This is an optimization exercise on Yosys and OpenROAD, whose aim is small area, not a production implementation. Only simulation tests tie the RTL to the original design; equivalence was not proved. Power is estimated from default activity; no workload was simulated.

<file path="design.v">
`timescale 1ps/1ps
module top (
    input  clk,
    input  n_rst,
    input  rxd,
    output txd
);
    localparam PARSE = 2'd0, COMP = 2'd1, OUTP = 2'd2;
    reg  [4:0]  c;       
    reg  [1:0]  mode;
    reg  [3:0]  n;       
    reg  [4:0]  seq;     
    reg  [15:0] A, B;
    reg  [32:0] R;
    reg  [7:0]  SR;      
    reg         sgn;     
    reg         opl;     
    reg         opy;     
    reg         sa, sb;  
    reg         C;       
    reg         d;       
    wire parse = (mode == PARSE);
    wire comp  = (mode == COMP);
    wire outp  = (mode == OUTP);
    wire smp   = (c[3:0] == 4'hf);
    wire c0    = (c == 5'd0);
    wire c1    = (c == 5'd1);
    wire c16   = (c == 5'd16);
    wire c31   = (c == 5'd31);
    wire mul   = opl & ~opy;
    wire div   = opl & opy;
    wire sub   = ~opl & opy;
    wire zfill    = n[3] & n[1];                   
    wire rx_start = parse & ((n == 4'd0) | zfill) & smp & ~rxd;
    wire rx_bit   = parse & (n != 4'd0) & (n != 4'd9) & ~zfill & smp;
    wire win      = parse & (n == 4'd9);           
    wire win_end  = win & smp;
    wire digit    = SR[4] | SR[6];                  
    wire fieldA   = (seq >= 5'd3) & (seq <= 5'd7);
    wire fieldB   = (seq >= 5'd9) & (seq <= 5'd12);
    wire insA     = win & fieldA & digit;
    wire insB     = win & fieldB & digit;
    wire step  = comp & opl & seq[4];
    wire shl   = step | (comp & div & (seq == 5'd0) & ~c[4]);
    wire T     = shl ? R[32] : R[31];
    wire lastp = opl ? (seq == 5'd2) : (seq == 5'd15);
    wire load = outp & n[3] & (c[4:2] == {~seq[2] ^ div, ~seq[1], ~seq[0]});
    reg X, Ys, inv, init, cinv, act, wA, wB, wR, qinv, updd;
    always @(*) begin
        X = 1'b0; Ys = 1'b0; inv = 1'b0; init = 1'b0; cinv = 1'b0; act = 1'b0;
        wA = 1'b0; wB = 1'b0; wR = 1'b0; qinv = 1'b0; updd = 1'b0;
        if (parse) begin
            if (insA | insB) begin
                X = SR[0];
                Ys = SR[6] & ((c[3:0] == 4'd0) | (c[3:0] == 4'd3));
                init = (c[3:0] == 4'd0);
                act = 1'b1; wA = insA; wB = insB;
            end
        end else if (comp) begin
            if (~opl) begin
                if (seq == 5'd14) begin          
                    Ys = c[4] ? (sgn & sa) : A[15];
                    init = c0; act = 1'b1; wR = 1'b1;
                end else if (seq == 5'd15) begin  
                    X = T; Ys = c[4] ? (sgn & sb) : B[15];
                    inv = sub; init = c0; cinv = sub; act = 1'b1; wR = 1'b1;
                end
            end else if ((seq == 5'd14) | (seq == 5'd2)) begin
                Ys = c[4] ? B[15] : A[15];
                inv = 1'b1; init = c0 | c16; cinv = 1'b1; act = 1'b1;
                wA = ~c[4] & sgn & sa; wB = c[4] & sgn & sb;
            end else if (seq == 5'd15) begin
                Ys = mul ? (c[4] & B[15]) : (~c[4] & A[15]);
                init = c0; act = 1'b1; wR = 1'b1; updd = 1'b1;
            end else if (step) begin
                if (mul) begin                   
                    X = ~c0 & T;
                    Ys = ~c[4] & (c0 ? R[0] : d) & A[15];
                    init = c0; act = 1'b1; wR = 1'b1;
                end else if (c0 & (seq != 5'd16)) begin
                    X = T; inv = ~d; act = 1'b1; wR = 1'b1; qinv = 1'b1; updd = 1'b1;
                end else if (c[4]) begin         
                    X = T; Ys = B[15]; inv = ~d; init = c16; cinv = ~d;
                    act = 1'b1; wR = 1'b1;
                end
            end else if (seq == 5'd0) begin
                if (div) begin
                    if (c0) begin
                        X = T; inv = ~d; act = 1'b1; wR = 1'b1; qinv = 1'b1; updd = 1'b1;
                    end else if (c[4]) begin     
                        X = T; Ys = d & B[15]; init = c16; act = 1'b1; wR = 1'b1;
                    end
                end
            end else if (seq == 5'd1) begin
                if (sgn & (sa ^ sb) & (mul | ~c[4])) begin
                    Ys = T; inv = 1'b1; init = c0; cinv = 1'b1; act = 1'b1; wR = 1'b1;
                end
            end
        end
    end
    wire Y   = Ys ^ inv;
    wire Ce  = init ? cinv : C;
    wire sum = X ^ Y ^ Ce;
    wire Cn  = (X & Y) | (X & Ce) | (Y & Ce);
    always @(posedge clk or negedge n_rst)
        if (!n_rst) c <= 5'd0;
        else c <= c + 5'd1;
    always @(posedge clk) begin
        A <= {A[14:0], ~zfill & (wA ? sum : A[15])};
        B <= {B[14:0], ~zfill & (wB ? sum : B[15])};
    end
    always @(posedge clk)
        R <= {R[31:0], wR ? (sum ^ qinv) : T};
    always @(posedge clk) begin
        if (act) C <= Cn;
        if (updd) d <= sum & ~(comp & (seq == 5'd15));
        else if (step & mul & c0) d <= R[0];
    end
    always @(posedge clk) begin
        if (rx_bit) SR <= {rxd, SR[7:1]};
        else if (insA | insB | load)
            SR[3:0] <= {load ? R[31] : insA ? A[15] : B[15], SR[3:1]};
        if (win_end & (seq == 5'd2)) sgn <= ~SR[2];
        if (win_end & (seq == 5'd8)) begin
            opl <= ~SR[0] | (SR[1] & SR[2]);
            opy <= SR[2];
        end
        if (parse & smp) begin
            sa <= A[15];
            sb <= B[15];
        end
    end
    always @(posedge clk or negedge n_rst)
        if (!n_rst) begin
            mode <= PARSE;
            n <= 4'd10;
            seq <= 5'd0;
        end else begin
            case (mode)
                PARSE: begin
                    if (rx_start) n <= 4'd1;
                    else if (smp & (n != 4'd0)) n <= ((n == 4'd9) | zfill) ? 4'd0 : n + 4'd1;
                    if (win_end) begin
                        if (seq == 5'd0) seq <= (SR == 8'h49) ? 5'd1 : 5'd0;
                        else if (seq == 5'd13) begin
                            mode <= COMP;
                        end else seq <= seq + 5'd1;
                    end
                end
                COMP: begin
                    if (c31) begin
                        if (lastp) begin
                            mode <= OUTP;
                            seq <= 5'd0;
                            n <= 4'd8;
                        end else seq <= seq + 5'd1;
                    end
                end
                default: begin
                    if (smp) begin
                        if (n == 4'd9) begin
                            n <= 4'd0;
                            if (seq == 5'd8) begin
                                mode <= PARSE;
                                seq <= 5'd0;
                            end else seq <= seq + 5'd1;
                        end else n <= n + 4'd1;
                    end
                end
            endcase
        end
    wire [3:0] dg = SR[3:0];
    wire       L  = dg[3] & (dg[2] | dg[1]);
    wire [3:0] e  = dg + {1'b0, L, L, L};
    reg tx;
    always @(*) begin
        if (~outp | (seq == 5'd0)) tx = 1'b1;
        else case (n)
            4'd0: tx = 1'b0;
            4'd1: tx = e[0];
            4'd2: tx = e[1];
            4'd3: tx = e[2];
            4'd4: tx = e[3];
            4'd5: tx = ~L;
            4'd6: tx = 1'b1;
            4'd7: tx = L;
            4'd8: tx = 1'b0;
            default: tx = 1'b1;
        endcase
    end
    assign txd = tx;
endmodule
</file>
<file path="flow/run.sh">
#!/bin/bash
# Layout flow: the standard flow, except that synthesis maps the logic
# with yosys's default abc script (no full-adder extraction), and CTS uses
# the arguments in flow/cts_args.txt.  Registers are the standard ones.
set -euo pipefail
W=$(pwd)
CTS="$(cat $W/flow/cts_args.txt 2>/dev/null || true)"
# synthesis with our script
sed -e "s|SYNTH_SCRIPT=[^ ]*|SYNTH_SCRIPT=$W/flow/synth.tcl ADDER_MAP_FILE=|" standard.sh > my_synth.sh
bash my_synth.sh synth > synth.log 2>&1
# the rest of the standard flow
if [[ -n "$CTS" ]]; then
  sed -e "s|SYNTH_SCRIPT=[^ ]*|& CTS_ARGS='$CTS'|" standard.sh > my_std.sh
else
  cp standard.sh my_std.sh
fi
bash my_std.sh > layout.log 2>&1
</file>
<file path="flow/cts_args.txt">
-sink_clustering_enable -dont_use_dummy_load -root_buf sky130_fd_sc_hd__clkbuf_16 -buf_list sky130_fd_sc_hd__clkbuf_4 -repair_clock_nets
</file>
<file path="flow/synth.tcl">
proc synth {args} { yosys synth -nofsm -noshare {*}$args }
set f [open $::env(SCRIPTS_DIR)/synth.tcl]; set s [read $f]; close $f
set s [string map [list {log_cmd abc {*}$abc_args} {log_cmd abc {*}$::my_abc_args}] $s]
source $::env(SCRIPTS_DIR)/synth_preamble.tcl
# area-oriented mapping: two rounds of choice computation and area mapping
set ::my_abc_args [list -script "+strash;ifraig;scorr;dc2;strash;&get,-n;&dch,-f;&nf,-R,1000;&put;strash;&get,-n;&dch,-f;&nf,-R,1000;&put" {*}$lib_args {*}$lib_dont_use_args]
eval $s
# left out here: clear keep_hierarchy, flatten, clean up, hide names made inside functions, write 1_2_yosys.v
</file>
<file path="standard.sh">
#!/bin/bash
# synth_recipe.tcl (not shown) runs the flow's synth.tcl, then flattens the netlist and writes it again
# the make line also repeats each setting of config.mk as NAME=value (left out here)
make -C /OpenROAD-flow-scripts/flow DESIGN_CONFIG=/design/flow/config.mk WORK_HOME=/design/flow/orfs CLKGATE_MAP_FILE= SYNTH_SCRIPT=/design/flow/synth_recipe.tcl "${@:-finish}"
</file>
<file path="config.mk">
export PLATFORM = sky130hd
export DESIGN_NAME = top
export DESIGN_NICKNAME = top
export VERILOG_FILES = /design/flow/design.v
export SDC_FILE = /design/flow/constraint.sdc
export NUM_CORES = 4
export LEC_CHECK = 0
export CAP_MARGIN = 20
export CORE_MARGIN = 2
export CORE_UTILIZATION = 40
export PLACE_DENSITY = 0.6
export SLEW_MARGIN = 20
</file>
<file path="constraint.sdc">
create_clock -name core_clock -period 14.0 [get_ports {clk}]
set_input_delay 2.8000 -clock core_clock [delete_from_list [all_inputs] [get_ports {clk}]]
set_output_delay 2.8000 -clock core_clock [all_outputs]
set_load 0.01 [all_outputs]
</file>
==> results of run 1 <==
-- report_power, final --
part           total, mW  switching [mW]  internal, mW
clock              0.198          0.0850         0.113
sequential         0.280               0         0.280
combinational    0.00147        0.000980      0.000492
total              0.479          0.0859         0.393
-- metrics by stage --
stage	cell area [sq um]	utilization
4_1_cts	3810	0.461
5_1_grt	3810	0.461
6_report	3810	0.461
3_5_place_dp	3580	0.434
3_3_place_gp	3580	0.434
2_1_floorplan	3420	-
-- area by class of cell --
type                            instances  area [sq um]
Inverter                                8          30.0
Fill cell                             787          4450
Timing Repair Buffer                    3          30.0
Multi-Input combinational cell        230          1240
Sequential cell                        96          2150
Tap cell                              105           131
Clock buffer                            9           225
-- path summary, 6_finish.rpt --
kind / endpoint / from / cells after the start
setup / recovery: txd / SR[0]$_DFFE_PP_ / 7
max in group asynchronous: seq[4]$_DFFE_PN0P_ / n_rst / 1
hold / removal: A[15]$_DFF_P_ / A[14]$_DFF_P_ / 0
hold reg to reg: A[15]$_DFF_P_ / A[14]$_DFF_P_ / 0
min in group asynchronous: n[0]$_DFFE_PN0P_ / n_rst / 1
setup reg to reg: d$_DFFE_PP_ / seq[1]$_DFFE_PN0P_ / 13
-- layout by cell type (no fill, tap or decap), types with 2 or more instances in the layout --
cell / netlist / layout
and3_1: 2 / 2
edfxtp_1: 15 / 15
a211oi_1: 2 / 2
o31ai_1: 3 / 3
mux2i_1: 2 / 2
xor2_1: 5 / 5
nand4_1: 4 / 4
a21oi_1: 33 / 33
a22o_1: 2 / 2
clkbuf_16: 0 / 9
xnor2_1: 6 / 6
nor4_1: 5 / 5
o32ai_1: 3 / 3
or3_1: 2 / 2
clkdlybuf4s50_1: 0 / 3
dfxtp_1: 65 / 65
and2_0: 4 / 4
nand3_1: 5 / 5
nand2b_1: 3 / 3
dfrtp_1: 14 / 14
o211ai_1: 2 / 2
nor2_1: 29 / 29
o21ai_0: 29 / 29
o22ai_1: 2 / 2
a31oi_1: 9 / 9
clkinv_1: 8 / 8
dfstp_2: 2 / 2
nand2_1: 45 / 45
or2_0: 4 / 4
nor2b_1: 6 / 6
nor3_1: 12 / 12
-- critical path, delay by kind of cell, from the launching register on --
kind	cells	cell delay, ns
simple gates	4	0.66
buf+inv	2	0.65
flops	1	0.46
compound gates	1	0.12
-- cell families after synthesis --
group / share of synthesized area
AOI/OAI and AO/OA: 0.154
xor gates and xnor gates: 0.0282
buffers and inverters: 0.00878
DFF: 0.630
muxes: 0.00585
and+or+nand+nor: 0.174
-- sequential cells by signal, summed over array words and instances (netlist names), 2 cells and up --
name,flops
R,33
A,16
B,16
SR,8
c,5
seq,5
n,4
mode,2
-- layer usage --
layer | wire (microns) | vias to the layer above
li1 | - | 1227
met1 | 3230 | 1213
met2 | 3040 | 91
met3 | 382 | 11
met4 | 111 | 0
met5 | 0 | -
==> flow_metrics.env, run 1 <==
export IMPL_grt_busiest_layer="met2"
export IMPL_cts_tree="yes"
export IMPL_fin_crit_ns=5.00
export IMPL_ys_flop_type="dfxtp_1"
export IMPL_start_util=0.414
export IMPL_die_area_sq_um=9310
export IMPL_cts_root_buf="clkbuf_16"
export IMPL_hpwl_mm=4.75
export IMPL_synth_area_sq_um=3420
export IMPL_dr_pass1_iters=5
export IMPL_netlist_top_cells_area="dfxtp_1 (38%), edfxtp_1 (13%), dfrtp_1 (10%)"
export IMPL_dp_slack_ns=9.36
export IMPL_hold_viol=0
export IMPL_fin_crit_sh=0.357
export IMPL_syn_avg_cell_area_sq_um=10.2
export IMPL_final_nets=351
export IMPL_ys_types=40
export IMPL_fin_setup_tns_ns=0
export IMPL_start_kind="flop"
export IMPL_insertion_delay_ns=0.33
export IMPL_drc=0
export IMPL_dieHeight_microns=96.5
export IMPL_num_rows=33
export IMPL_area_growth_pct=11.3
export IMPL_grt_util_all_layers=0.159
export IMPL_critPathMaxFanout=6
export IMPL_clock_sinks=96
export IMPL_syn_instance_count=334
export IMPL_ant_nets=0
export IMPL_worstPathArrival_ns=2.20
export IMPL_synth_top_cells_by_count="dfxtp_1 (65), nand2_1 (45), a21oi_1 (33), nor2_1 (29), o21ai_0 (29)"
export IMPL_grt_pass1_vias=2212
export IMPL_vias=2542
export IMPL_ioPinCount=4
export IMPL_numCtsBuffers=9
export IMPL_slew_headroom=0.426
export IMPL_diodes=0
export IMPL_hold_class="flop to flop"
export IMPL_p_leak_nw=1.38
export IMPL_synth_most_common_cell="dfxtp_1"
export IMPL_async_flop_share=0.167
export IMPL_drv_slew=0
export IMPL_core_area_sq_um=8260
export IMPL_place_congestion=0.913
export IMPL_yosysTopAreaCell="dfxtp_1"
export IMPL_drt_iter0_drc=352
export IMPL_layoutNonFillerInstCount=451
export IMPL_clk_pin_slew_worst_paths_ns=0.06
export IMPL_peakVddDrop_mv=0.0764
export IMPL_power_mw=0.479
export IMPL_wl_per_cell_microns=15.0
export IMPL_met1_usage=0.226
export IMPL_synth_warnings=1
export IMPL_r2r_slack_ns=9.68
export IMPL_post_cts_buffers=0
export IMPL_fin_ws_ns=9.00
export IMPL_crit_chain="clkinv_1, nand3_1, nor4b_1, nor4_1, o32ai_1, nand4_1, clkdlybuf4s50_1"
export IMPL_max_stage_delay_ns=0.54
export IMPL_critPathKind="flop to output pin"
export IMPL_cellPowerDensity_nw_per_um2=126
export IMPL_grt_pass1_wl_mm=11.1
export IMPL_max_freq_mhz=200
export IMPL_viasPerCell=5.64
export IMPL_ys_ff_latch=96
export IMPL_tightest_slew_ns=0.853
export IMPL_seq_area_frac_synth=0.630
export IMPL_dp_cells=442
export IMPL_slowest_stage="clkdlybuf4s50_1"
export IMPL_rsz0062_at_grt="false"
export IMPL_synth_edf_count=15
export IMPL_hold_slack_ns=0.300
export IMPL_io_buffers=3
export IMPL_htree_num_levels=3
export IMPL_end_kind="output pin"
export IMPL_maxCapViolCount=0
export IMPL_skew_ns=0.0207
export IMPL_cts_resized_gates=0
export IMPL_postCtsHoldBufs=0
export IMPL_grt_max_degree=19
export IMPL_required_ns=11.20
export IMPL_grt_remaining_overflow=0
export IMPL_antenna_found_initial=0
export IMPL_drive_gt1_frac=0.0318
export IMPL_netlist_area_leader_share=0.380
export IMPL_setup_viol=0
export IMPL_status="timing/DRC/antenna clean"
export IMPL_syn_num_nets=337
export IMPL_die_w_microns=96.5
export IMPL_clockBufferDepth=2
export IMPL_grt_use_met3=0.0380
export IMPL_drt_wl_total_mm=6.77
export IMPL_use_met2=0.242
==> run 2: changes to the inputs <==
==> flow/cts_args.txt (replaced) <==
-sink_clustering_enable -dont_use_dummy_load -root_buf sky130_fd_sc_hd__clkbuf_8 -buf_list sky130_fd_sc_hd__clkbuf_4 -repair_clock_nets
==> run 2 against run 1 <==
  * Still clean on timing, DRC and antenna
  * Routed wire length increased by 1.2%
  * Setup slack worse by 0.028 ns
  * Flip-flop and latch count stayed put
  * Clock skew is 0.014 ns higher
  * Power down 13%
  * Utilization down 1.2 points
  * Non-clock buffer count stayed put
  * Critical path depth unchanged
  * First-iteration DRC count fell by 6.3%
  * Synthesized area unchanged
  * Count of clock-buffer cells in the layout unchanged
  * Critical endpoint unchanged
  * Largest cell class unchanged
  * Highest routed layer unchanged
==> flow_metrics.env, run 2 <==
export IMPL_insertion_delay_ns=0.35
export IMPL_ant_nets=0
export IMPL_place_congestion=0.913
export IMPL_start_util=0.414
export IMPL_wl_per_cell_microns=15.2
export IMPL_htree_num_levels=3
export IMPL_post_route_util=0.449
export IMPL_status="timing/DRC/antenna clean"
export IMPL_drt_iter0_drc=330
export IMPL_setup_viol=0
export IMPL_seq_area_frac_synth=0.630
export IMPL_cts_root_buf="clkbuf_8"
export IMPL_hold_start="A[14]$_DFF_P_"
export IMPL_slew_headroom=0.419
export IMPL_post_cts_buffers=0
export IMPL_slowest_stage="clkdlybuf4s50_1"
export IMPL_crit_family="buffers and inverters"
export IMPL_drv_slew=0
export IMPL_ys_types=40
export IMPL_skew_ns=0.0345
export IMPL_clockBufferDepth=2
export IMPL_ys_ff_latch=96
export IMPL_cts_resized_gates=0
export IMPL_start_kind="flop"
export IMPL_critPathMaxFanout=6
export IMPL_ioPinCount=4
export IMPL_async_flop_share=0.167
export IMPL_fin_crit_sh=0.359
export IMPL_synth_warnings=1
export IMPL_grt_util_all_layers=0.160
export IMPL_path_buf_inv=2
export IMPL_num_rows=33
export IMPL_synth_top_cells_by_count="dfxtp_1 (65), nand2_1 (45), a21oi_1 (33), nor2_1 (29), o21ai_0 (29)"
export IMPL_drt_wl_total_mm=6.85
export IMPL_worstPathArrival_ns=2.22
export IMPL_antenna_found_initial=0
export IMPL_maxCapViolCount=0
export IMPL_viasPerCell=5.61
export IMPL_die_w_microns=96.5
export IMPL_hpwl_mm=4.75
export IMPL_dr_pass1_iters=6
export IMPL_required_ns=11.20
export IMPL_fin_ws_ns=8.98
export IMPL_peakVddDrop_mv=0.0626
export IMPL_synth_most_common_cell="dfxtp_1"
export IMPL_netlist_top_cells_area="dfxtp_1 (38%), edfxtp_1 (13%), dfrtp_1 (10%)"
export IMPL_final_common_cell="dfxtp_1"
export IMPL_netlist_area_leader_share=0.380
export IMPL_crit_chain="clkinv_1, nand3_1, nor4b_1, nor4_1, o32ai_1, nand4_1, clkdlybuf4s50_1"
export IMPL_r2r_slack_ns=9.65
export IMPL_worst_r2r_endpoint="d$_DFFE_PP_"
export IMPL_largest_register="R"
export IMPL_grt_pass1_wl_mm=11.2
export IMPL_hold_viol=0
export IMPL_final_cell_mix="dfxtp_1 (65), nand2_1 (45), a21oi_1 (33)"
export IMPL_cts_tree="yes"
export IMPL_area_growth_pct=8.34
export IMPL_grt_pass1_vias=2214
export IMPL_syn_instance_count=334
export IMPL_postCtsHoldBufs=0
export IMPL_drc=0
export IMPL_tightest_slew_ns=0.863
export IMPL_r2r_cells=13
export IMPL_numCtsBuffers=9
export IMPL_syn_num_nets=337
export IMPL_max_freq_mhz=199
export IMPL_synth_area_sq_um=3420
export IMPL_r2r_start="seq[1]$_DFFE_PN0P_"
export IMPL_clk_pin_slew_worst_paths_ns=0.09
export IMPL_critPathKind="flop to output pin"
export IMPL_grt_max_degree=19
export IMPL_io_buffers=3
export IMPL_nFillCells=806
export IMPL_fin_setup_tns_ns=0
export IMPL_synth_edf_count=15
export IMPL_fin_crit_ns=5.02
export IMPL_hold_class="flop to flop"
export IMPL_largest_reg_flops=33
export IMPL_rsz0062_at_grt="false"
export IMPL_p_leak_nw=1.34
export IMPL_hold_path_end="A[15]$_DFF_P_"
export IMPL_final_nets=351
export IMPL_dp_slack_ns=9.36
export IMPL_clock_sinks=96
export IMPL_power_mw=0.418
export IMPL_cellPowerDensity_nw_per_um2=113
export IMPL_drive_gt1_frac=0.0318
export IMPL_diodes=0
export IMPL_syn_avg_cell_area_sq_um=10.2
export IMPL_ys_flop_type="dfxtp_1"
export IMPL_core_area_sq_um=8260
export IMPL_dieHeight_microns=96.5
export IMPL_end_kind="output pin"
export IMPL_die_area_sq_um=9310
export IMPL_worstHoldPathCells=0
export IMPL_finalInstanceArea_sq_um=3710
export IMPL_vias=2531
export IMPL_yosysTopAreaCell="dfxtp_1"
export IMPL_largest_registers="R: 33 flops, A: 16 flops, B: 16 flops"
export IMPL_max_stage_delay_ns=0.54
export IMPL_grt_remaining_overflow=0
export IMPL_placed_cell_area_sq_um=3580
## run 2: cell count changes in the layout (fill, tap and decap cells not counted)
cell,change
clkbuf_8,+9
clkbuf_16,-9
## run 2: how the worst max path moves through the flow
| stage | startpoint | end | cells after the start |
|---|---|---|---|
| finish | SR[0]$_DFFE_PP_ | txd | 7 |
| global route | n[0]$_DFFE_PN0P_ | txd | 7 |
| CTS | n[0]$_DFFE_PN0P_ | txd | 7 |
| detailed placement | n[0]$_DFFE_PN0P_ | txd | 7 |
| global placement | n[0]$_DFFE_PN0P_ | txd | 7 |
| floorplan | n[1]$_DFFE_PN1P_ | txd | 5 |
## run 2: cell type report
| cell class | instances | area [sq um] | share of cell area |
|---|---|---|---|
| Tap cell | 105 | 131 | 0.0354 |
| Timing Repair Buffer | 3 | 30.0 | 0.00810 |
| Inverter | 8 | 30.0 | 0.00810 |
| Clock buffer | 9 | 124 | 0.0334 |
| Sequential cell | 96 | 2150 | 0.581 |
| Multi-Input combinational cell | 230 | 1240 | 0.334 |
## run 2: power by group
part           switching (mW)  internal [mW]
sequential                  0          0.280
combinational         0.00100       0.000493
clock                  0.0793         0.0577
total                  0.0803          0.338
## run 2: worst reg2reg max path: stages (launching register included)
cell      delay [ns]
dfrtp_1         0.53
or3_1           0.45
nor4_1          0.73
a21oi_1         0.21
mux2i_1         0.43
o21ai_0         0.17
o221ai_1        0.22
a21oi_1         0.10
a21oi_1         0.18
xor2_1          0.28
xnor2_1         0.12
xnor2_1         0.44
nand2b_1        0.18
a21oi_1         0.07
## run 2: cell families after synthesis
kind of cell	after synthesis	share of synthesized area
AND/OR/NAND/NOR	126	0.174
AO/OA/AOI/OAI	91	0.154
buffers and inverters	8	0.00878
XOR/XNOR	11	0.0282
flip-flops	96	0.630
multiplexers	2	0.00585
## run 2: metal layers
layer,part of all wire,vias up,track usage
met4,0.019,0,0.0493
met2,0.44,109,0.244
met3,0.071,18,0.0403
met1,0.47,1180,0.225
met5,0,-,0
li1,-,1224,-
## run 2: stage by stage
step / std cells / hold WS [ns]
floorplan: 334 / 0.310
global placement: 442 / 0.310
detailed placement: 442 / 0.312
CTS: 451 / 0.290
global route: 451 / 0.299
finish: 451 / 0.286
==> run 3: changes to the inputs <==
--- a/design.v
+++ b/design.v
@@ -46,7 +46,7 @@
     wire lastp = opl ? (seq == 5'd2) : (seq == 5'd15);
     wire load = outp & n[3] & (c[4:2] == {~seq[2] ^ div, ~seq[1], ~seq[0]});
-    reg X, Ys, inv, init, cinv, act, wA, wB, wR, qinv, updd;
+    reg X, Ys, inv, init, cinv, wA, wB, wR, qinv, updd;
     always @(*) begin
-        X = 1'b0; Ys = 1'b0; inv = 1'b0; init = 1'b0; cinv = 1'b0; act = 1'b0;
+        X = 1'b0; Ys = 1'b0; inv = 1'b0; init = 1'b0; cinv = 1'b0;
         wA = 1'b0; wB = 1'b0; wR = 1'b0; qinv = 1'b0; updd = 1'b0;
         if (parse) begin
@@ -55,5 +55,5 @@
                 Ys = SR[6] & ((c[3:0] == 4'd0) | (c[3:0] == 4'd3));
                 init = (c[3:0] == 4'd0);
-                act = 1'b1; wA = insA; wB = insB;
+                wA = insA; wB = insB;
             end
         end else if (comp) begin
@@ -61,38 +61,38 @@
                 if (seq == 5'd14) begin          
                     Ys = c[4] ? (sgn & sa) : A[15];
-                    init = c0; act = 1'b1; wR = 1'b1;
+                    init = c0; wR = 1'b1;
                 end else if (seq == 5'd15) begin  
                     X = T; Ys = c[4] ? (sgn & sb) : B[15];
-                    inv = sub; init = c0; cinv = sub; act = 1'b1; wR = 1'b1;
+                    inv = sub; init = c0; cinv = sub; wR = 1'b1;
                 end
             end else if ((seq == 5'd14) | (seq == 5'd2)) begin
                 Ys = c[4] ? B[15] : A[15];
-                inv = 1'b1; init = c0 | c16; cinv = 1'b1; act = 1'b1;
+                inv = 1'b1; init = c0 | c16; cinv = 1'b1;
                 wA = ~c[4] & sgn & sa; wB = c[4] & sgn & sb;
             end else if (seq == 5'd15) begin
                 Ys = mul ? (c[4] & B[15]) : (~c[4] & A[15]);
-                init = c0; act = 1'b1; wR = 1'b1; updd = 1'b1;
+                init = c0; wR = 1'b1; updd = 1'b1;
             end else if (step) begin
                 if (mul) begin                   
                     X = ~c0 & T;
                     Ys = ~c[4] & (c0 ? R[0] : d) & A[15];
-                    init = c0; act = 1'b1; wR = 1'b1;
+                    init = c0; wR = 1'b1;
                 end else if (c0 & (seq != 5'd16)) begin
-                    X = T; inv = ~d; act = 1'b1; wR = 1'b1; qinv = 1'b1; updd = 1'b1;
+                    X = T; inv = ~d; wR = 1'b1; qinv = 1'b1; updd = 1'b1;
                 end else if (c[4]) begin         
                     X = T; Ys = B[15]; inv = ~d; init = c16; cinv = ~d;
-                    act = 1'b1; wR = 1'b1;
+                    wR = 1'b1;
                 end
             end else if (seq == 5'd0) begin
                 if (div) begin
                     if (c0) begin
-                        X = T; inv = ~d; act = 1'b1; wR = 1'b1; qinv = 1'b1; updd = 1'b1;
+                        X = T; inv = ~d; wR = 1'b1; qinv = 1'b1; updd = 1'b1;
                     end else if (c[4]) begin     
-                        X = T; Ys = d & B[15]; init = c16; act = 1'b1; wR = 1'b1;
+                        X = T; Ys = d & B[15]; init = c16; wR = 1'b1;
                     end
                 end
             end else if (seq == 5'd1) begin
                 if (sgn & (sa ^ sb) & (mul | ~c[4])) begin
-                    Ys = T; inv = 1'b1; init = c0; cinv = 1'b1; act = 1'b1; wR = 1'b1;
+                    Ys = T; inv = 1'b1; init = c0; cinv = 1'b1; wR = 1'b1;
                 end
             end
@@ -113,5 +113,5 @@
         R <= {R[31:0], wR ? (sum ^ qinv) : T};
     always @(posedge clk) begin
-        if (act) C <= Cn;
+        C <= Cn;
         if (updd) d <= sum & ~(comp & (seq == 5'd15));
         else if (step & mul & c0) d <= R[0];
==> flow/cts_args.txt (replaced) <==
-sink_clustering_enable -dont_use_dummy_load -buf_list sky130_fd_sc_hd__clkbuf_16 -sink_buffer_max_cap_derate 1.0 -repair_clock_nets
==> run 3 against run 2 <==
  * Non-clock buffer count unchanged
  * First-iteration DRC count fell by 24%
  * Still clean
  * Highest routed layer unchanged
  * Fmax shrank 4.2%
  * Critical path depth is the same
  * Routed wire length rose by 7.0%
  * Clock skew is 0.024 ns lower
  * Register-to-register slack better by 0.54 ns
  * Power increased by 18%
  * Clock power grew 48%
  * Setup slack lost 0.22 ns
==> flow_metrics.env, run 3 <==
export IMPL_synth_compound_area_frac=0.147
export IMPL_rsz0062_at_grt="false"
export IMPL_fin_setup_tns_ns=0
export IMPL_ys_ff_latch=96
export IMPL_seqPwrFrac=0.575
export IMPL_synth_xor_area_frac=0.0307
export IMPL_required_ns=11.20
export IMPL_htree_num_levels=3
export IMPL_place_congestion=0.940
export IMPL_cts_tree="yes"
export IMPL_ant_nets=0
export IMPL_skew_ns=0.0105
export IMPL_cts_root_buf="clkbuf_16"
export IMPL_largest_register="R"
export IMPL_status="timing/DRC/antenna clean"
export IMPL_drive_gt1_frac=0.0324
export IMPL_drv_slew=0
export IMPL_ioPinCount=4
export IMPL_final_common_cell="dfxtp_1"
export IMPL_hold_start="R[6]$_DFF_P_"
export IMPL_use_met2=0.238
export IMPL_synth_area_sq_um=3420
export IMPL_r2r_slack_ns=10.19
export IMPL_dp_slack_ns=9.12
export IMPL_synth_edf_count=14
export IMPL_area_growth_pct=11.3
export IMPL_hpwl_mm=5.02
export IMPL_die_w_microns=96.4
export IMPL_async_flop_share=0.167
export IMPL_viasPerCell=5.73
export IMPL_dr_pass1_iters=5
export IMPL_synth_warnings=1
export IMPL_hold_class="flop to flop"
export IMPL_largest_registers="R: 33 flops, A: 16 flops, B: 16 flops"
export IMPL_hold_slack_ns=0.317
export IMPL_fin_ws_ns=8.76
export IMPL_cellPowerDensity_nw_per_um2=130
export IMPL_synth_most_common_cell="dfxtp_1"
export IMPL_netlist_area_leader_share=0.387
export IMPL_core_area_sq_um=8260
export IMPL_synthAdderAreaFrac=0.00293
export IMPL_start_kind="flop"
export IMPL_clockBufferDepth=2
export IMPL_wl_per_cell_microns=16.5
export IMPL_clk_pin_slew_worst_paths_ns=0.07
export IMPL_fin_crit_ns=5.24
export IMPL_power_switching_mw=0.0964
export IMPL_r2r_start="seq[1]$_DFFE_PN0P_"
export IMPL_p_leak_nw=1.38
export IMPL_synth_top_cells_by_count="dfxtp_1 (66), nor2_1 (34), nand2_1 (30), o21ai_0 (27), a21oi_1 (25)"
export IMPL_met1_usage=0.253
export IMPL_insertion_delay_ns=0.34
export IMPL_grt_pass1_vias=2273
export IMPL_worstPathArrival_ns=2.44
export IMPL_power_frac_comb=0.015
export IMPL_grt_use_met3=0.0574
export IMPL_layoutNonFillerInstCount=445
export IMPL_drc=0
export IMPL_numCtsBuffers=9
export IMPL_fin_crit_sh=0.375
export IMPL_internal_power_mw=0.397
export IMPL_critPathMaxFanout=6
export IMPL_syn_num_nets=331
export IMPL_final_cell_mix="dfxtp_1 (66), nor2_1 (34), nand2_1 (30)"
export IMPL_cts_resized_gates=0
export IMPL_cp_startpoint="SR[0]$_DFFE_PP_"
export IMPL_vias=2551
export IMPL_start_util=0.414
export IMPL_syn_avg_cell_area_sq_um=10.4
export IMPL_drt_iter0_drc=252
export IMPL_seq_area_frac_synth=0.627
export IMPL_grt_busiest_layer="met1"
export IMPL_dp_cells=436
export IMPL_die_area_sq_um=9300
export IMPL_nFillCells=809
export IMPL_final_nets=345
export IMPL_critPathKind="flop to output pin"
export IMPL_swShare=0.195
export IMPL_hold_viol=0
export IMPL_dieHeight_microns=96.4
export IMPL_p_clk_frac=0.410
export IMPL_end_kind="output pin"
export IMPL_grt_pass1_wl_mm=11.9
export IMPL_synthMuxAreaShare=0.00622
export IMPL_max_freq_mhz=191
export IMPL_grt_max_degree=19
export IMPL_slew_headroom=0.433
export IMPL_netlist_top_cells_area="dfxtp_1 (39%), edfxtp_1 (12%), dfrtp_1 (10%)"
export IMPL_ys_flop_type="dfxtp_1"
export IMPL_drt_wl_total_mm=7.33
export IMPL_post_cts_buffers=0
export IMPL_yosys_area_share_simple=0.179
export IMPL_maxCapViolCount=0
export IMPL_postCtsHoldBufs=0
export IMPL_setup_viol=0
export IMPL_largest_reg_flops=33
export IMPL_yosysTopAreaCell="dfxtp_1"
export IMPL_antenna_found_initial=0
export IMPL_grt_remaining_overflow=0
export IMPL_ys_types=41
export IMPL_diodes=0
export IMPL_clock_sinks=96
export IMPL_grt_util_all_layers=0.173
export IMPL_tightest_slew_ns=0.849
export IMPL_io_buffers=3
export IMPL_num_rows=33
export IMPL_syn_instance_count=328
export IMPL_post_route_util=0.461
export IMPL_peakVddDrop_mv=0.0793
export IMPL_synth_top_family_by_area="simple AND/OR/NAND/NOR gates"
run 3: cell types whose count changed after synthesis, moves of 4 or more:
cell and delta:
o31ai_1 +4, nand2b_1 +4, nor2_1 +5, nand2_1 -15, nand4_1 +4, nand3_1 +7
a21oi_1 -8
run 3: worst paths after layout:
kind	end	cells past startpoint
hold reg to reg	R[7]$_DFF_P_	0
hold / removal	R[7]$_DFF_P_	0
min in group asynchronous	c[2]$_DFF_PN0_	1
setup reg to reg	R[0]$_DFF_P_	13
max in group asynchronous	n[2]$_DFFE_PN0P_	1
setup / recovery	txd	7
run 3: worst max-delay path: stages (launching register included):
cell and delay (ns):
edfxtp_1 0.48, or3_1 0.40, a21oi_1 0.16, o21bai_1 0.07
a31oi_1 0.13, nor2_1 0.05, or3b_1 0.34, clkdlybuf4s50_1 0.48
run 3: layout make-up:
class | count | area [sq um] | share of cell area
sequential | 96 | 2140 | 0.563
tap | 105 | 131 | 0.0345
timing repair buffer | 3 | 30.0 | 0.00789
inverter | 6 | 22.5 | 0.00592
clock buffer | 9 | 225 | 0.0592
multi-input combinational | 226 | 1250 | 0.329
run 3: per-layer routing:
metal / part of all wire / routed length, microns
met4: 0.020 / 146
met2: 0.43 / 3150
met3: 0.066 / 486
met1: 0.48 / 3550
met5: 0 / 0
run 3: kinds of logic (layout without fill, tap and decap cells):
group,after synthesis,after routing
flops,96,96
xor+xnor,12,12
fa+ha+maj,1,1
compound gates,84,84
buf+inv,6,18
mux,2,2
simple gates,127,127
run 3: metrics by stage:
step	cell area (sq um)	power (mW)
after floorplan	3420	0.294
after global placement	3580	0.297
after detailed placement	3580	0.297
after CTS	3800	0.500
after global routing	3810	0.513
final	3810	0.494
run 3: power by group through the flow:
stage	Combinational, mW	Sequential, mW	Clock (mW)
5_1_grt	0.00850	0.284	0.220
2_1_floorplan	0.00497	0.289	0
3_3_place_gp	0.00720	0.289	0
6_report	0.00725	0.284	0.203
4_1_cts	0.00739	0.284	0.209
3_5_place_dp	0.00734	0.290	0
==> run 4: changes to the inputs <==
==> flow/cts_args.txt (replaced) <==
-sink_clustering_enable -dont_use_dummy_load -buf_list sky130_fd_sc_hd__clkbuf_8 -sink_buffer_max_cap_derate 0.5 -repair_clock_nets
==> run 4 against run 3 <==
  * Still clean
  * Die area unchanged
  * Cell count is the same
  * Global-route usage fell by 0.48 points
  * Clock power shrank 32%
  * Critical path type unchanged
  * Largest cell class unchanged
  * Largest power group unchanged
==> flow_metrics.env, run 4 <==
export IMPL_start_util=0.414
export IMPL_clockBufferDepth=2
export IMPL_critPathMaxFanout=6
export IMPL_netlist_top_cells_area="dfxtp_1 (39%), edfxtp_1 (12%), dfrtp_1 (10%)"
export IMPL_htree_num_levels=3
export IMPL_max_stage_delay_ns=0.48
export IMPL_die_w_microns=96.4
export IMPL_dieHeight_microns=96.4
export IMPL_worstPathArrival_ns=2.45
export IMPL_die_area_sq_um=9300
export IMPL_seq_area_frac_synth=0.627
export IMPL_viasPerCell=5.59
export IMPL_ant_nets=0
export IMPL_final_nets=345
export IMPL_synth_edf_count=14
export IMPL_register_area_sq_um=2140
export IMPL_largest_registers="R: 33 flops, A: 16 flops, B: 16 flops"
export IMPL_clk_pin_slew_worst_paths_ns=0.08
export IMPL_maxCapViolCount=0
export IMPL_synth_top_cells_by_count="dfxtp_1 (66), nor2_1 (34), nand2_1 (30), o21ai_0 (27), a21oi_1 (25)"
export IMPL_drt_iter0_drc=290
export IMPL_slowest_stage="clkdlybuf4s50_1"
export IMPL_skew_ns=0.0148
export IMPL_largest_reg_flops=33
export IMPL_nFillCells=820
export IMPL_drv_slew=0
export IMPL_peakVddDrop_mv=0.0834
export IMPL_path_buf_inv=2
export IMPL_drc=0
export IMPL_wl_per_cell_microns=16.1
export IMPL_synth_warnings=1
export IMPL_power_frac_comb=0.017
export IMPL_ioPinCount=4
export IMPL_hold_class="flop to flop"
export IMPL_hold_slack_ns=0.316
export IMPL_syn_num_nets=331
export IMPL_hold_viol=0
export IMPL_post_cts_buffers=0
export IMPL_internal_power_mw=0.342
export IMPL_antenna_found_initial=0
export IMPL_swShare=0.203
export IMPL_grt_pass1_vias=2259
export IMPL_yosysTopAreaCell="dfxtp_1"
export IMPL_ys_types=41
export IMPL_critPathKind="flop to output pin"
export IMPL_syn_instance_count=328
export IMPL_syn_avg_cell_area_sq_um=10.4
export IMPL_synth_most_common_cell="dfxtp_1"
export IMPL_dr_pass1_iters=5
export IMPL_place_congestion=0.940
export IMPL_diodes=0
export IMPL_seqPwrFrac=0.662
export IMPL_ys_ff_latch=96
export IMPL_power_switching_mw=0.0869
export IMPL_drt_wl_total_mm=7.18
export IMPL_grt_max_degree=19
export IMPL_grt_util_all_layers=0.168
export IMPL_cts_resized_gates=0
export IMPL_grt_pass1_wl_mm=11.8
export IMPL_async_flop_share=0.167
export IMPL_end_kind="output pin"
export IMPL_rsz0062_at_grt="false"
export IMPL_cts_tree="yes"
export IMPL_synth_area_sq_um=3420
export IMPL_final_cell_mix="dfxtp_1 (66), nor2_1 (34), nand2_1 (30)"
export IMPL_numCtsBuffers=9
export IMPL_cellPowerDensity_nw_per_um2=116
export IMPL_core_area_sq_um=8260
export IMPL_largest_register="R"
export IMPL_area_growth_pct=8.35
export IMPL_fin_crit_ns=5.25
export IMPL_tightest_slew_ns=0.990
export IMPL_max_freq_mhz=190
export IMPL_placed_cell_area_sq_um=3580
export IMPL_crit_family="simple AND/OR/NAND/NOR gates"
export IMPL_netlist_area_leader_share=0.387
export IMPL_hpwl_mm=5.02
export IMPL_fin_crit_sh=0.375
export IMPL_insertion_delay_ns=0.35
export IMPL_start_kind="flop"
export IMPL_drive_gt1_frac=0.0324
export IMPL_p_leak_nw=1.34
export IMPL_setup_viol=0
export IMPL_p_clk_frac=0.322
export IMPL_vias=2487
export IMPL_final_common_cell="dfxtp_1"
export IMPL_num_rows=33
export IMPL_status="timing/DRC/antenna clean"
export IMPL_cts_root_buf="clkbuf_8"
export IMPL_crit_chain="clkinv_1, or3_1, a21oi_1, o21bai_1, a31oi_1, nor2_1, or3b_1, clkdlybuf4s50_1"
export IMPL_ys_flop_type="dfxtp_1"
export IMPL_slew_headroom=0.323
export IMPL_clock_sinks=96
export IMPL_multiInputGateArea_sq_um=1250
export IMPL_postCtsHoldBufs=0
export IMPL_grt_remaining_overflow=0
export IMPL_fin_setup_tns_ns=0
export IMPL_io_buffers=3
export IMPL_finalInstanceArea_sq_um=3700
export IMPL_required_ns=11.20
==> run 4: cell counts after synthesis <==
Identical to the previous run, type by type.
==> run 4: final timing paths <==
check / endpoint / from / slack, ns / cells after the start
max in group asynchronous: seq[0]$_DFFE_PN0P_ / n_rst / 10.66 / 1
min: R[22]$_DFF_P_ / R[21]$_DFF_P_ / 0.32 / 0
max: txd / SR[3]$_DFFE_PP_ / 8.75 / 8
min reg2reg: R[22]$_DFF_P_ / R[21]$_DFF_P_ / 0.32 / 0
max reg2reg: R[0]$_DFF_P_ / seq[1]$_DFFE_PN0P_ / 10.25 / 13
min in group asynchronous: c[2]$_DFF_PN0_ / n_rst / 2.89 / 1
==> run 4: metrics by stage <==
step	utilization	worst slack [ns]	total power [mW]	cells
6_report	0.448	8.75	0.429	445
5_1_grt	0.448	8.54	0.447	445
4_1_cts	0.448	8.73	0.436	445
3_5_place_dp	0.433	9.12	0.297	436
3_3_place_gp	0.433	9.15	0.297	436
2_1_floorplan	-	9.65	0.294	328
==> run 4: final cells by class <==
type | count | area share
Sequential cell | 96 | 0.579
Multi-Input combinational cell | 226 | 0.338
Tap cell | 105 | 0.0355
Clock buffer | 9 | 0.0334
Timing Repair Buffer | 3 | 0.00811
Inverter | 6 | 0.00608
==> run 4: kinds of logic (layout without fill, tap and decap cells) <==
kind of cell,Yosys count,in the layout,synth area share
and+or+nand+nor,127,127,0.179
DFF,96,96,0.627
AOI/OAI and AO/OA,84,84,0.147
xor gates and xnor gates,12,12,0.0307
buffers and inverters,6,18,0.00659
muxes,2,2,0.00622
adders and majority gates,1,1,0.00293
==> run 4: metal layers <==
metal | vias up | GRT usage | wire length (microns)
met5 | - | 0 | 0
met2 | 82 | 0.232 | 3070
met1 | 1170 | 0.250 | 3520
li1 | 1219 | - | -
met4 | 0 | 0.0763 | 148
met3 | 16 | 0.0372 | 442
==> run 4: power groups by stage <==
stage	Sequential (mW)	Clock [mW]	Combinational [mW]
6_report	0.284	0.138	0.00726
4_1_cts	0.283	0.145	0.00739
3_3_place_gp	0.289	0	0.00720
5_1_grt	0.284	0.154	0.00850
2_1_floorplan	0.289	0	0.00497
3_5_place_dp	0.290	0	0.00734
==> run 5: changes to the inputs <==
==> flow/cts_args.txt (replaced) <==
-sink_clustering_enable -dont_use_dummy_load -root_buf sky130_fd_sc_hd__clkbuf_8 -buf_list sky130_fd_sc_hd__clkbuf_4 -repair_clock_nets
==> run 5 against run 4 <==
  * Largest power group unchanged
  * Count of clock-buffer cells in the layout unchanged
  * Global-route usage unchanged
  * Cell count unchanged
  * Clock skew unchanged
  * Critical endpoint unchanged
  * Sequential power about the same
  * Flip-flop and latch count unchanged
  * Synthesized cell count unchanged
==> flow_metrics.env, run 5 <==
export IMPL_status="timing/DRC/antenna clean"
export IMPL_final_nets=345
export IMPL_r2r_start="seq[1]$_DFFE_PN0P_"
export IMPL_synth_edf_count=14
export IMPL_grt_max_degree=19
export IMPL_ys_ff_latch=96
export IMPL_power_switching_mw=0.0869
export IMPL_yosysTopAreaCell="dfxtp_1"
export IMPL_tightest_slew_ns=0.990
export IMPL_diodes=0
export IMPL_viasPerCell=5.59
export IMPL_netlist_area_leader_share=0.387
export IMPL_start_util=0.414
export IMPL_synth_warnings=1
export IMPL_syn_instance_count=328
export IMPL_synth_area_sq_um=3420
export IMPL_required_ns=11.20
export IMPL_end_kind="output pin"
export IMPL_setup_viol=0
export IMPL_ys_flop_type="dfxtp_1"
export IMPL_vias=2487
export IMPL_antenna_found_initial=0
export IMPL_slew_headroom=0.323
export IMPL_wl_met2_mm=3.07
export IMPL_num_rows=33
export IMPL_synth_most_common_cell="dfxtp_1"
export IMPL_nFillCells=820
export IMPL_clk_pin_slew_worst_paths_ns=0.08
export IMPL_async_flop_share=0.167
export IMPL_dieHeight_microns=96.4
export IMPL_hold_start="R[21]$_DFF_P_"
export IMPL_grt_pass1_wl_mm=11.8
export IMPL_final_cell_mix="dfxtp_1 (66), nor2_1 (34), nand2_1 (30)"
export IMPL_drv_slew=0
export IMPL_ioPinCount=4
export IMPL_r2r_slack_ns=10.25
export IMPL_cts_tree="yes"
export IMPL_netlist_top_cells_area="dfxtp_1 (39%), edfxtp_1 (12%), dfrtp_1 (10%)"
export IMPL_ys_types=41
export IMPL_placed_cell_area_sq_um=3580
export IMPL_slowest_stage="clkdlybuf4s50_1"
export IMPL_cts_resized_gates=0
export IMPL_grt_util_all_layers=0.168
export IMPL_max_stage_delay_ns=0.48
export IMPL_internal_power_mw=0.342
export IMPL_top_layer_used="met4"
export IMPL_p_leak_nw=1.34
export IMPL_drt_iter0_drc=290
export IMPL_drt_wl_total_mm=7.18
export IMPL_cellPowerDensity_nw_per_um2=116
export IMPL_critPathMaxFanout=6
export IMPL_worstHoldPathCells=0
export IMPL_grt_pass1_vias=2259
export IMPL_die_w_microns=96.4
export IMPL_area_growth_pct=8.35
export IMPL_final_common_cell="dfxtp_1"
export IMPL_wirelength_met1_mm=3.52
export IMPL_wl_per_cell_microns=16.1
export IMPL_largest_reg_flops=33
export IMPL_start_kind="flop"
export IMPL_grt_remaining_overflow=0
export IMPL_crit_chain="clkinv_1, or3_1, a21oi_1, o21bai_1, a31oi_1, nor2_1, or3b_1, clkdlybuf4s50_1"
export IMPL_dr_pass1_iters=5
export IMPL_maxCapViolCount=0
export IMPL_worstPathArrival_ns=2.45
export IMPL_peakVddDrop_mv=0.0834
export IMPL_io_buffers=3
export IMPL_largest_registers="R: 33 flops, A: 16 flops, B: 16 flops"
export IMPL_fin_crit_sh=0.375
export IMPL_swShare=0.203
export IMPL_max_freq_mhz=190
export IMPL_htree_num_levels=3
export IMPL_fin_setup_tns_ns=0
export IMPL_worst_r2r_endpoint="R[0]$_DFF_P_"
export IMPL_crit_family="simple AND/OR/NAND/NOR gates"
export IMPL_critPathKind="flop to output pin"
export IMPL_syn_num_nets=331
export IMPL_hold_class="flop to flop"
export IMPL_insertion_delay_ns=0.35
export IMPL_rsz0062_at_grt="false"
export IMPL_path_buf_inv=2
export IMPL_multiInputGateArea_sq_um=1250
export IMPL_post_cts_buffers=0
export IMPL_drc=0
export IMPL_finalInstanceArea_sq_um=3700
export IMPL_hold_path_end="R[22]$_DFF_P_"
export IMPL_ant_nets=0
export IMPL_drive_gt1_frac=0.0324
export IMPL_synth_top_cells_by_count="dfxtp_1 (66), nor2_1 (34), nand2_1 (30), o21ai_0 (27), a21oi_1 (25)"
export IMPL_clockBufferDepth=2
export IMPL_path_depth=8
export IMPL_hold_viol=0
export IMPL_wl_met3_microns=442
export IMPL_hpwl_mm=5.02
export IMPL_postCtsHoldBufs=0
export IMPL_skew_ns=0.0148
export IMPL_register_area_sq_um=2140
export IMPL_die_area_sq_um=9300
export IMPL_numCtsBuffers=9
export IMPL_place_congestion=0.940
export IMPL_p_clk_frac=0.322
export IMPL_r2r_cells=13
export IMPL_largest_register="R"
export IMPL_seqPwrFrac=0.662
export IMPL_seq_area_frac_synth=0.627
export IMPL_cts_root_buf="clkbuf_8"
export IMPL_fin_crit_ns=5.25
export IMPL_clock_sinks=96
export IMPL_power_frac_comb=0.017
export IMPL_core_area_sq_um=8260
export IMPL_syn_avg_cell_area_sq_um=10.4
[run 5: routing by layer]
metal / up-vias / global-route usage
met5: - / 0
met4: 0 / 0.0763
met3: 16 / 0.0372
met2: 82 / 0.232
met1: 1170 / 0.250
li1: 1219 / -
[run 5: kinds of logic after synthesis]
family,after synthesis,share of synthesized area
xor+xnor,12,0.0307
compound gates,84,0.147
flops,96,0.627
mux,2,0.00622
buf+inv,6,0.00659
simple gates,127,0.179
fa+ha+maj,1,0.00293
[run 5: worst register-to-register path, stage by stage, from the launching register on]
cell	delay (ns)
dfrtp_1	0.51
nor3_1	0.51
nand2_1	0.24
nor2_1	0.34
a21oi_1	0.13
mux2_1	0.39
nor2b_1	0.16
nor3_1	0.17
o21ai_0	0.14
xnor2_1	0.28
xnor2_1	0.13
xnor2_1	0.38
xor2_1	0.12
o31ai_1	0.19
[run 5: cell type report]
type / instances / share of cell area
Multi-Input combinational cell: 226 / 0.338
Timing Repair Buffer: 3 / 0.00811
Inverter: 6 / 0.00608
Clock buffer: 9 / 0.0334
Sequential cell: 96 / 0.579
Tap cell: 105 / 0.0355
[run 5: worst max path at each step]
stage	startpoint	endpoint	slack [ns]
after floorplan	SR[1]$_DFFE_PP_	txd	9.65
after global placement	SR[0]$_DFFE_PP_	txd	9.15
after detailed placement	SR[3]$_DFFE_PP_	txd	9.12
after CTS	SR[0]$_DFFE_PP_	txd	8.73
after global routing	SR[3]$_DFFE_PP_	txd	8.54
final	SR[3]$_DFFE_PP_	txd	8.75
[run 5: stage by stage]
step / hold slack, ns / total power [mW] / instances / util / setup WS [ns]
detailed placement: 0.312 / 0.297 / 436 / 0.433 / 9.12
global placement: 0.311 / 0.297 / 436 / 0.433 / 9.15
finish: 0.316 / 0.429 / 445 / 0.448 / 8.75
floorplan: 0.310 / 0.294 / 328 / - / 9.65
global route: 0.327 / 0.447 / 445 / 0.448 / 8.54
CTS: 0.315 / 0.436 / 445 / 0.448 / 8.73
[run 5: power by group through the flow]
stage	logic, mW	registers, mW	clock network [mW]
6_report	0.00726	0.284	0.138
5_1_grt	0.00850	0.284	0.154
4_1_cts	0.00739	0.283	0.145
3_5_place_dp	0.00734	0.290	0
3_3_place_gp	0.00720	0.289	0
2_1_floorplan	0.00497	0.289	0
==> run 6: changes to the inputs <==
--- a/design.v
+++ b/design.v
@@ -6,5 +6,5 @@
     output txd
 );
-    localparam PARSE = 2'd0, COMP = 2'd1, OUTP = 2'd2;
+    localparam PARSE = 2'd0, COMP = 2'd1, OUTP = 2'd2, ZF = 2'd3;
     reg  [4:0]  c;       
     reg  [1:0]  mode;
@@ -31,7 +31,7 @@
     wire div   = opl & opy;
     wire sub   = ~opl & opy;
-    wire zfill    = n[3] & n[1];                   
-    wire rx_start = parse & ((n == 4'd0) | zfill) & smp & ~rxd;
-    wire rx_bit   = parse & (n != 4'd0) & (n != 4'd9) & ~zfill & smp;
+    wire zfill    = (mode == ZF);                  
+    wire rxp      = parse | zfill;
+    wire rx_bit   = parse & (n != 4'd0) & (n != 4'd9) & smp;
     wire win      = parse & (n == 4'd9);           
     wire win_end  = win & smp;
@@ -44,5 +44,4 @@
     wire shl   = step | (comp & div & (seq == 5'd0) & ~c[4]);
     wire T     = shl ? R[32] : R[31];
-    wire lastp = opl ? (seq == 5'd2) : (seq == 5'd15);
     wire load = outp & n[3] & (c[4:2] == {~seq[2] ^ div, ~seq[1], ~seq[0]});
     reg X, Ys, inv, init, cinv, wA, wB, wR, qinv, updd;
@@ -133,12 +132,15 @@
     always @(posedge clk or negedge n_rst)
         if (!n_rst) begin
-            mode <= PARSE;
-            n <= 4'd10;
+            mode <= ZF;
+            n <= 4'd0;
             seq <= 5'd0;
         end else begin
+            if (smp) begin
+                if (n == 4'd9) n <= 4'd0;
+                else if ((n != 4'd0) | ~rxp | ~rxd) n <= n + 4'd1;
+            end
             case (mode)
+                ZF: if (smp) mode <= PARSE;
                 PARSE: begin
-                    if (rx_start) n <= 4'd1;
-                    else if (smp & (n != 4'd0)) n <= ((n == 4'd9) | zfill) ? 4'd0 : n + 4'd1;
                     if (win_end) begin
                         if (seq == 5'd0) seq <= (SR == 8'h49) ? 5'd1 : 5'd0;
@@ -150,20 +152,17 @@
                 COMP: begin
                     if (c31) begin
-                        if (lastp) begin
+                        if (seq != 5'd3) seq <= seq + 5'd1;
+                        else if (n[3:1] == 3'b011) begin
                             mode <= OUTP;
                             seq <= 5'd0;
-                            n <= 4'd8;
-                        end else seq <= seq + 5'd1;
+                        end
                     end
                 end
                 default: begin
-                    if (smp) begin
-                        if (n == 4'd9) begin
-                            n <= 4'd0;
-                            if (seq == 5'd8) begin
-                                mode <= PARSE;
-                                seq <= 5'd0;
-                            end else seq <= seq + 5'd1;
-                        end else n <= n + 4'd1;
+                    if (smp & (n == 4'd9)) begin
+                        if (seq == 5'd8) begin
+                            mode <= PARSE;
+                            seq <= 5'd0;
+                        end else seq <= seq + 5'd1;
                     end
                 end
==> run 6 against run 5 <==
  * Critical path type unchanged
  * Sequential share of layout area is 0.53 points higher
  * Still clean on timing, DRC and antenna
  * Power shrank 3.0%
  * Fmax down 3.7%
==> flow_metrics.env, run 6 <==
export IMPL_maxCapViolCount=0
export IMPL_place_congestion=0.937
export IMPL_drt_iter0_drc=265
export IMPL_tightest_slew_ns=0.917
export IMPL_vias=2366
export IMPL_antenna_found_initial=0
export IMPL_grt_remaining_overflow=0
export IMPL_placed_cell_area_sq_um=3540
export IMPL_p_leak_nw=1.36
export IMPL_critPathKind="flop to output pin"
export IMPL_final_nets=332
export IMPL_io_buffers=3
export IMPL_netlist_top_cells_area="dfxtp_1 (39%), edfxtp_1 (12%), dfrtp_1 (10%)"
export IMPL_core_area_sq_um=8220
export IMPL_finalInstanceArea_sq_um=3670
export IMPL_hold_class="flop to flop"
export IMPL_clockBufferDepth=2
export IMPL_critPathMaxFanout=8
export IMPL_synth_most_common_cell="dfxtp_1"
export IMPL_multiInputGateArea_sq_um=1220
export IMPL_skew_ns=0.0179
export IMPL_grt_util_all_layers=0.163
export IMPL_post_cts_buffers=0
export IMPL_largest_reg_flops=33
export IMPL_drive_gt1_frac=0.0367
export IMPL_diodes=0
export IMPL_die_area_sq_um=9200
export IMPL_fin_ws_ns=8.55
export IMPL_insertion_delay_ns=0.36
export IMPL_ys_ff_latch=96
export IMPL_grt_pass1_vias=2181
export IMPL_dp_slack_ns=8.93
export IMPL_setup_viol=0
export IMPL_netlist_area_leader_share=0.391
export IMPL_syn_num_nets=318
export IMPL_grt_max_degree=19
export IMPL_grt_pass1_wl_mm=11.2
export IMPL_cts_tree="yes"
export IMPL_syn_avg_cell_area_sq_um=10.7
export IMPL_power_mw=0.416
export IMPL_worstPathArrival_ns=2.65
export IMPL_fin_crit_ns=5.45
export IMPL_htree_num_levels=3
export IMPL_viasPerCell=5.48
export IMPL_ys_flop_type="dfxtp_1"
export IMPL_cellPowerDensity_nw_per_um2=113
export IMPL_hpwl_mm=4.80
export IMPL_end_kind="output pin"
export IMPL_ys_types=42
export IMPL_postCtsHoldBufs=0
export IMPL_largest_registers="R: 33 flops, A: 16 flops, B: 16 flops"
export IMPL_largest_register="R"
export IMPL_syn_instance_count=315
export IMPL_final_cell_mix="dfxtp_1 (66), nand2_1 (39), nor2_1 (28)"
export IMPL_ioPinCount=4
export IMPL_wl_per_cell_microns=15.7
export IMPL_clk_pin_slew_worst_paths_ns=0.09
export IMPL_register_area_sq_um=2140
export IMPL_ant_nets=0
export IMPL_area_growth_pct=8.63
export IMPL_start_util=0.411
export IMPL_numCtsBuffers=9
export IMPL_cts_resized_gates=0
export IMPL_hold_viol=0
export IMPL_fin_crit_sh=0.389
export IMPL_dp_cells=423
export IMPL_drv_slew=0
export IMPL_clock_sinks=96
export IMPL_final_common_cell="dfxtp_1"
export IMPL_max_freq_mhz=183
export IMPL_cts_root_buf="clkbuf_8"
export IMPL_layoutNonFillerInstCount=432
export IMPL_num_rows=33
export IMPL_yosysTopAreaCell="dfxtp_1"
export IMPL_seq_area_frac_synth=0.635
export IMPL_die_w_microns=95.9
export IMPL_synth_top_cells_by_count="dfxtp_1 (66), nand2_1 (39), nor2_1 (28), o21ai_0 (22)"
export IMPL_peakVddDrop_mv=0.0546
export IMPL_dr_pass1_iters=5
export IMPL_required_ns=11.20
export IMPL_dieHeight_microns=95.9
export IMPL_synth_edf_count=14
export IMPL_rsz0062_at_grt="false"
export IMPL_slew_headroom=0.383
export IMPL_fin_setup_tns_ns=0
export IMPL_start_kind="flop"
export IMPL_nFillCells=791
export IMPL_drt_wl_total_mm=6.77
export IMPL_async_flop_share=0.167
export IMPL_drc=0
export IMPL_synth_warnings=1
export IMPL_synth_area_sq_um=3380
export IMPL_status="timing/DRC/antenna clean"
-- run 6: logic make-up after synthesis --
group	Yosys count	share of synthesized area
simple gates	128	0.182
fa+ha+maj	1	0.00296
mux	4	0.0126
xor+xnor	16	0.0415
buf+inv	6	0.00667
compound gates	64	0.120
flops	96	0.635
-- run 6: report_power, final --
group / internal, mW / total [mW] / switching (mW)
clock: 0.0576 / 0.135 / 0.0776
combinational: 0.000496 / 0.00145 / 0.000951
sequential: 0.279 / 0.279 / 0
total: 0.337 / 0.416 / 0.0786
-- run 6: path summary, 6_finish.rpt --
| kind | start | to | slack (ns) | cells past startpoint |
|---|---|---|---|---|
| worst min-delay path | R[12]$_DFF_P_ | R[13]$_DFF_P_ | 0.31 | 0 |
| worst max-delay path | SR[2]$_DFFE_PP_ | txd | 8.55 | 8 |
| worst min register to register | R[12]$_DFF_P_ | R[13]$_DFF_P_ | 0.31 | 0 |
| max in group asynchronous | n_rst | seq[4]$_DFFE_PN0P_ | 10.68 | 1 |
| worst max register to register | seq[2]$_DFFE_PN0P_ | A[0]$_DFF_P_ | 9.75 | 14 |
| min in group asynchronous | n_rst | n[0]$_DFFE_PN0P_ | 2.86 | 1 |
-- run 6: cell type report --
| type | count | share of cell area |
|---|---|---|
| Clock buffer | 9 | 0.0338 |
| Inverter | 6 | 0.00614 |
| Multi-Input combinational cell | 213 | 0.332 |
| Sequential cell | 96 | 0.584 |
| Tap cell | 105 | 0.0358 |
| Timing Repair Buffer | 3 | 0.00818 |
-- run 6: worst max-delay path, cell delays in order (launching register included) --
cell and delay [ns]:
edfxtp_1 0.49, o21ai_0 0.35, xnor2_1 0.12, nand2_1 0.07
a31oi_1 0.07, a31oi_1 0.15, nor2_1 0.05, or4_1 0.51
clkdlybuf4s50_1 0.49
-- run 6: layer usage --
metal,global-route usage,vias up,wire [microns]
li1,-,1150,-
met1,0.231,1112,3140
met2,0.230,93,2950
met3,0.0532,11,554
met4,0.0655,0,121
met5,0,-,0
-- run 6: through the flow --
step                      utilization  hold WS (ns)
after floorplan                     -         0.310
after global placement          0.431         0.310
after detailed placement        0.431         0.312
after CTS                       0.446         0.314
after global routing            0.447         0.320
final                           0.447         0.313

[port drivers added, routing unchanged]
Ports are ideal in the flow. The routed layouts listed here were re-timed in OpenROAD.
Step 1 sets driving cells, clkbuf_16 on the clock port and buf_2 on the other inputs (assumed; they add their load-dependent delay and slew).
Step 2 adds t to the input delays and takes it off the output delays; t is the mean of the earliest and latest rising clock arrival at the registers after step 1. Input paths then give back, and output paths get back, about the clock's delay inside the block.
Three values: no drivers, after step 1, after step 2; two values: the first two.
run	t (ns)	slack for setup (ns)	latest minus earliest clock arrival (ns)
run 1	0.351	9.005 / 8.971 / 9.322	0.022 / 0.022
run 2	0.361	8.977 / 8.947 / 9.309	0.036 / 0.035
run 3	0.371	8.755 / 8.717 / 9.088	0.014 / 0.014
run 4	0.376	8.750 / 8.717 / 9.092	0.021 / 0.021
run 5	0.376	8.750 / 8.717 / 9.092	0.021 / 0.021
run 6	0.377	8.549 / 8.517 / 8.894	0.022 / 0.022
After both steps every run listed still meets setup and hold.
